Background: an optimization exercise with open tools, aiming at small area. Do not read the settings as production practice. Where RTL was checked, it was by simulation tests only, not by an equivalence proof against the original. Power and IR drop assume default switching activity.

## main
## car_ctrl
module car_ctrl #(
    parameter [8:0] E_PWR  = 9'd33,   M_PWR  = 9'd511,    
    parameter [9:0] E_MAL  = 10'd274, M_MAL  = 10'd755,   
    parameter [9:0] E_MAB  = 10'd916, M_MAB  = 10'd511,   
    parameter [9:0] E_TRG  = 10'd761, M_TRG  = 10'd143,   
    parameter [9:0] E_MEND = 10'd386, M_MEND = 10'd135,   
    parameter [9:0] E_TL   = 10'd549, M_TL   = 10'd487,   
    parameter [9:0] E_TB   = 10'd808, M_TB   = 10'd895,   
    parameter [9:0] E_BK   = 10'd743, M_BK   = 10'd1019,  
    parameter [9:0] E_FW   = 10'd294, M_FW   = 10'd695,   
    parameter [9:0] E_RC   = 10'd356, M_RC   = 10'd1023,  
    parameter [9:0] M_RCNZ = 10'd511,                     
    parameter [6:0] E_LED  = 7'd108,  M_LED  = 7'd119,    
    parameter [5:0] E_MF   = 6'd8,    M_MF   = 6'd29,     
    parameter [6:0] E_MB   = 7'd9,    M_MB   = 7'd111     
    ) (
    input clk,
    input rst,
    input power,
    input [1:0] mode_selection,
    input man_reverse,
    input man_brake,
    input man_clutch,
    input up,
    input right,
    input left,
    input down,
    input middle,
    input middle_click_reverse,
    input [3:0] detector,  
    output left_light,
    output right_light,
    output [3:0] move_signal,  
  ...
Size: ~1100 cells after synthesis, roughly 210 flip-flops, roughly 50 I/O pins, about 9900 µm² of cells after synthesis.
export LEC_CHECK = 0
export CAP_MARGIN = 20
export CORE_MARGIN = 2
export CORE_UTILIZATION = 40
export CTS_BUF_LIST = sky130_fd_sc_hd__clkbuf_16
export CTS_CLUSTER_DIAMETER = 100
export CTS_CLUSTER_SIZE = 30
export SLEW_MARGIN = 20
create_clock -name core_clock -period 10.0 [get_ports {clk}]
standard.sh (not shown) runs the stock make flow with config.mk's settings and CLKGATE_MAP_FILE= SYNTH_SCRIPT=/design/flow/synth_recipe.tcl, a recipe that flattens the netlist after the stock synthesis.
==> flow/flow/run.sh <==
#!/bin/bash
# Standard ORFS layout (the standard.sh) with three changes:
#  - synthesis maps logic with an area-oriented ABC script (flow/abc.script)
#    and without Yosys's full/half-adder extraction (ADDER_MAP_FILE empty);
#  - port buffers are sky130_fd_sc_hd__buf_1.
# Registers, floorplan, power grid, placement, CTS and routing are as in
# the standard flow. Each step's log is under orfs/logs; make's output goes
# to flow_make.log in the work folder.
set -euo pipefail
W=$PWD
rm -rf "$W/scripts_local"
cp -r "$FLOW_HOME/scripts" "$W/scripts_local"
cp "$W/flow/abc.script" "$W/scripts_local/abc_speed.script"
bash "$W/standard.sh" SCRIPTS_DIR="$W/scripts_local" ADDER_MAP_FILE= \
  "BUFFER_PORTS_ARGS=-buffer_cell sky130_fd_sc_hd__buf_1" finish > "$W/flow_make.log" 2>&1
==> flow/flow/abc.script <==
strash
ifraig
scorr
dc2
strash
&get -n
&dch -f
&nf -R 1000
&put
topo
dnsize
For the feature branch, these inputs were changed with respect to main:
diff --git a/flow/design.v b/flow/design.v
--- a/flow/design.v
+++ b/flow/design.v
@@ -5,19 +5,18 @@
     parameter [9:0] E_MAB  = 10'd916, M_MAB  = 10'd511,   
     parameter [9:0] E_TRG  = 10'd761, M_TRG  = 10'd143,   
     parameter [9:0] E_MEND = 10'd386, M_MEND = 10'd135,   
     parameter [9:0] E_TL   = 10'd549, M_TL   = 10'd487,   
     parameter [9:0] E_TB   = 10'd808, M_TB   = 10'd895,   
     parameter [9:0] E_BK   = 10'd743, M_BK   = 10'd1019,  
     parameter [9:0] E_FW   = 10'd294, M_FW   = 10'd695,   
     parameter [9:0] E_RC   = 10'd356, M_RC   = 10'd1023,  
     parameter [9:0] M_RCNZ = 10'd511,                     
-    parameter [6:0] E_LED  = 7'd108,  M_LED  = 7'd119,    
     parameter [5:0] E_MF   = 6'd8,    M_MF   = 6'd29,     
     parameter [6:0] E_MB   = 7'd9,    M_MB   = 7'd111     
     ) (
     input clk,
     input rst,
     input power,
     input [1:0] mode_selection,
     input man_reverse,
     input man_brake,
@@ -293,30 +292,36 @@
         else a_st <= a_next;
     end
     wire move_forward  = mode_semi ? semi_fwd : mode_auto ? a_fwd : (mode_manual & man_fwd);
     wire move_backward = mode_auto ? a_bwd : (mode_manual & man_bwd);
     wire turn_left     = mode_semi ? t_tl : mode_auto ? a_tl : (mode_manual & man_tl);
     wire turn_right    = mode_semi ? t_tr : mode_auto ? a_tr : (mode_manual & man_tr);
     assign move_signal = {move_forward, move_backward, turn_left, turn_right};
     assign place_barrier = mode_auto ? (a_st == A_FW) : (mode_manual & middle & ~middle_click_reverse);
     assign destroy_barrier = mode_manual & middle & middle_click_reverse;
-    reg [6:0] l_cnt;
+    reg [3:0] en;
+    always @(posedge clk) begin
+        if (rst) en <= 4'b0000;
+        else if (en == 4'b0000) en <= 4'b1000;
+        else en <= en >> 1;
+    end
+    reg [3:0] l_q;
     reg l_div, l_left, l_right;
-    wire l_end = ((l_cnt ^ E_LED) & M_LED) == 7'd0;
+    wire l_end = en[0] & (l_q == 4'b1000);    
     wire stay = (m_st == M_ST);
     always @(posedge clk) begin
         if (rst) begin
             l_div <= 1'b0;
-            l_cnt <= 7'd0;
-        end else if (l_end) begin
-            l_div <= ~l_div;
-            l_cnt <= 7'd0;
-        end else l_cnt <= {l_cnt[5:0], ~(l_cnt[6] ^ l_cnt[5])};
+            l_q <= 4'd0;
+        end else begin
+            if (l_end) l_div <= ~l_div;
+            if (en[0]) l_q <= {l_q[2:0], ~(l_q[3] ^ l_q[2])};
+        end
         if (rst) {l_left, l_right} <= 2'b00;
         else if (l_end & ~l_div) begin
             case ({stay, turn_left, turn_right})
                 3'b100, 3'b111: {l_left, l_right} <= 2'b11;
                 3'b110, 3'b010: {l_left, l_right} <= {~l_left, 1'b0};
                 3'b101, 3'b001: {l_left, l_right} <= {1'b0, ~l_right};
                 default: {l_left, l_right} <= 2'b00;
             endcase
         end
@@ -353,24 +358,18 @@
             mile <= 16'd0;
         end else begin
             carry <= {w2, w1, w0};
             mile[3:0]   <= w0 ? 4'd0 : k0 + {3'd0, m_inc};
             mile[7:4]   <= w1 ? 4'd0 : k1 + {3'd0, carry[0]};
             mile[11:8]  <= w2 ? 4'd0 : k2 + {3'd0, carry[1]};
             mile[15:12] <= w3 ? 4'd0 : k3 + {3'd0, carry[2]};
         end
     end
-    reg [3:0] en;
-    always @(posedge clk) begin
-        if (rst) en <= 4'b0000;
-        else if (en == 4'b0000) en <= 4'b1000;
-        else en <= en >> 1;
-    end
     assign seg_en = {en, p_on ? en : 4'b0000};
     wire [1:0] mode = {p_on & ms0, p_on & ~(ms1 & ms0)};
     reg [7:0] txt1, txt0;
     always @(*) begin
         case (mode)
             2'b00: begin txt1 = 8'b1000_1110; txt0 = 8'b1000_1110; end  
             2'b01: begin txt1 = 8'b0110_1110; txt0 = 8'b1110_1110; end  
             2'b10: begin txt1 = 8'b1110_1110; txt0 = 8'b0111_1100; end  
             default: begin txt1 = 8'b1011_0110; txt0 = 8'b1001_1110; end  
--- outcome ---
All of main and the feature branch finish clean. Between main and the feature branch, cell count after synthesis decreased. Post-DP HPWL in the feature branch vs main: down 1.6%. The feature branch vs main — power in the clock group dropped about 1%. Of main and the feature branch, the lower count of TritonRoute iterations in the first routing pass belongs to main. The feature branch against main: routed wire length lower; minimum period implied by the final worst setup slack -27 ps; power consumed by sequential cells went down by about 2%; power per unit of standard cell area went down 0.53 nW/µm².
Only the layout flow was run in main; the RTL was not checked for function there.

-- re-timing with driven ports --
The flow's constraints put no driver on any port. The routed layouts listed below were extracted and timed again, unchanged, in two steps.
Step 1 (the two cells are an assumption about what drives the block):
set clk [get_ports {clk}]
set_driving_cell -lib_cell sky130_fd_sc_hd__clkbuf_16 $clk
set_driving_cell -lib_cell sky130_fd_sc_hd__buf_2 [delete_from_list [all_inputs] $clk]
Step 2 times the ports against the registers' clock, not the clock port: input delays grow and output delays shrink by t, the midpoint of the rising clock arrivals with the driver on.
a / b / c = ideal ports / drivers / drivers and shift; a / b = the first two.
run	t (ns)	setup WS [ns]	cell pins on the clock port's net
main	0.506	2.876 / 2.897 / 2.391	1
the feature branch	0.508	2.902 / 2.911 / 2.403	1
After both steps every run listed still meets setup and hold. The setup slack of the feature branch, which loses most, moves by +0.009 ns with the drivers and by -0.499 ns with both steps.
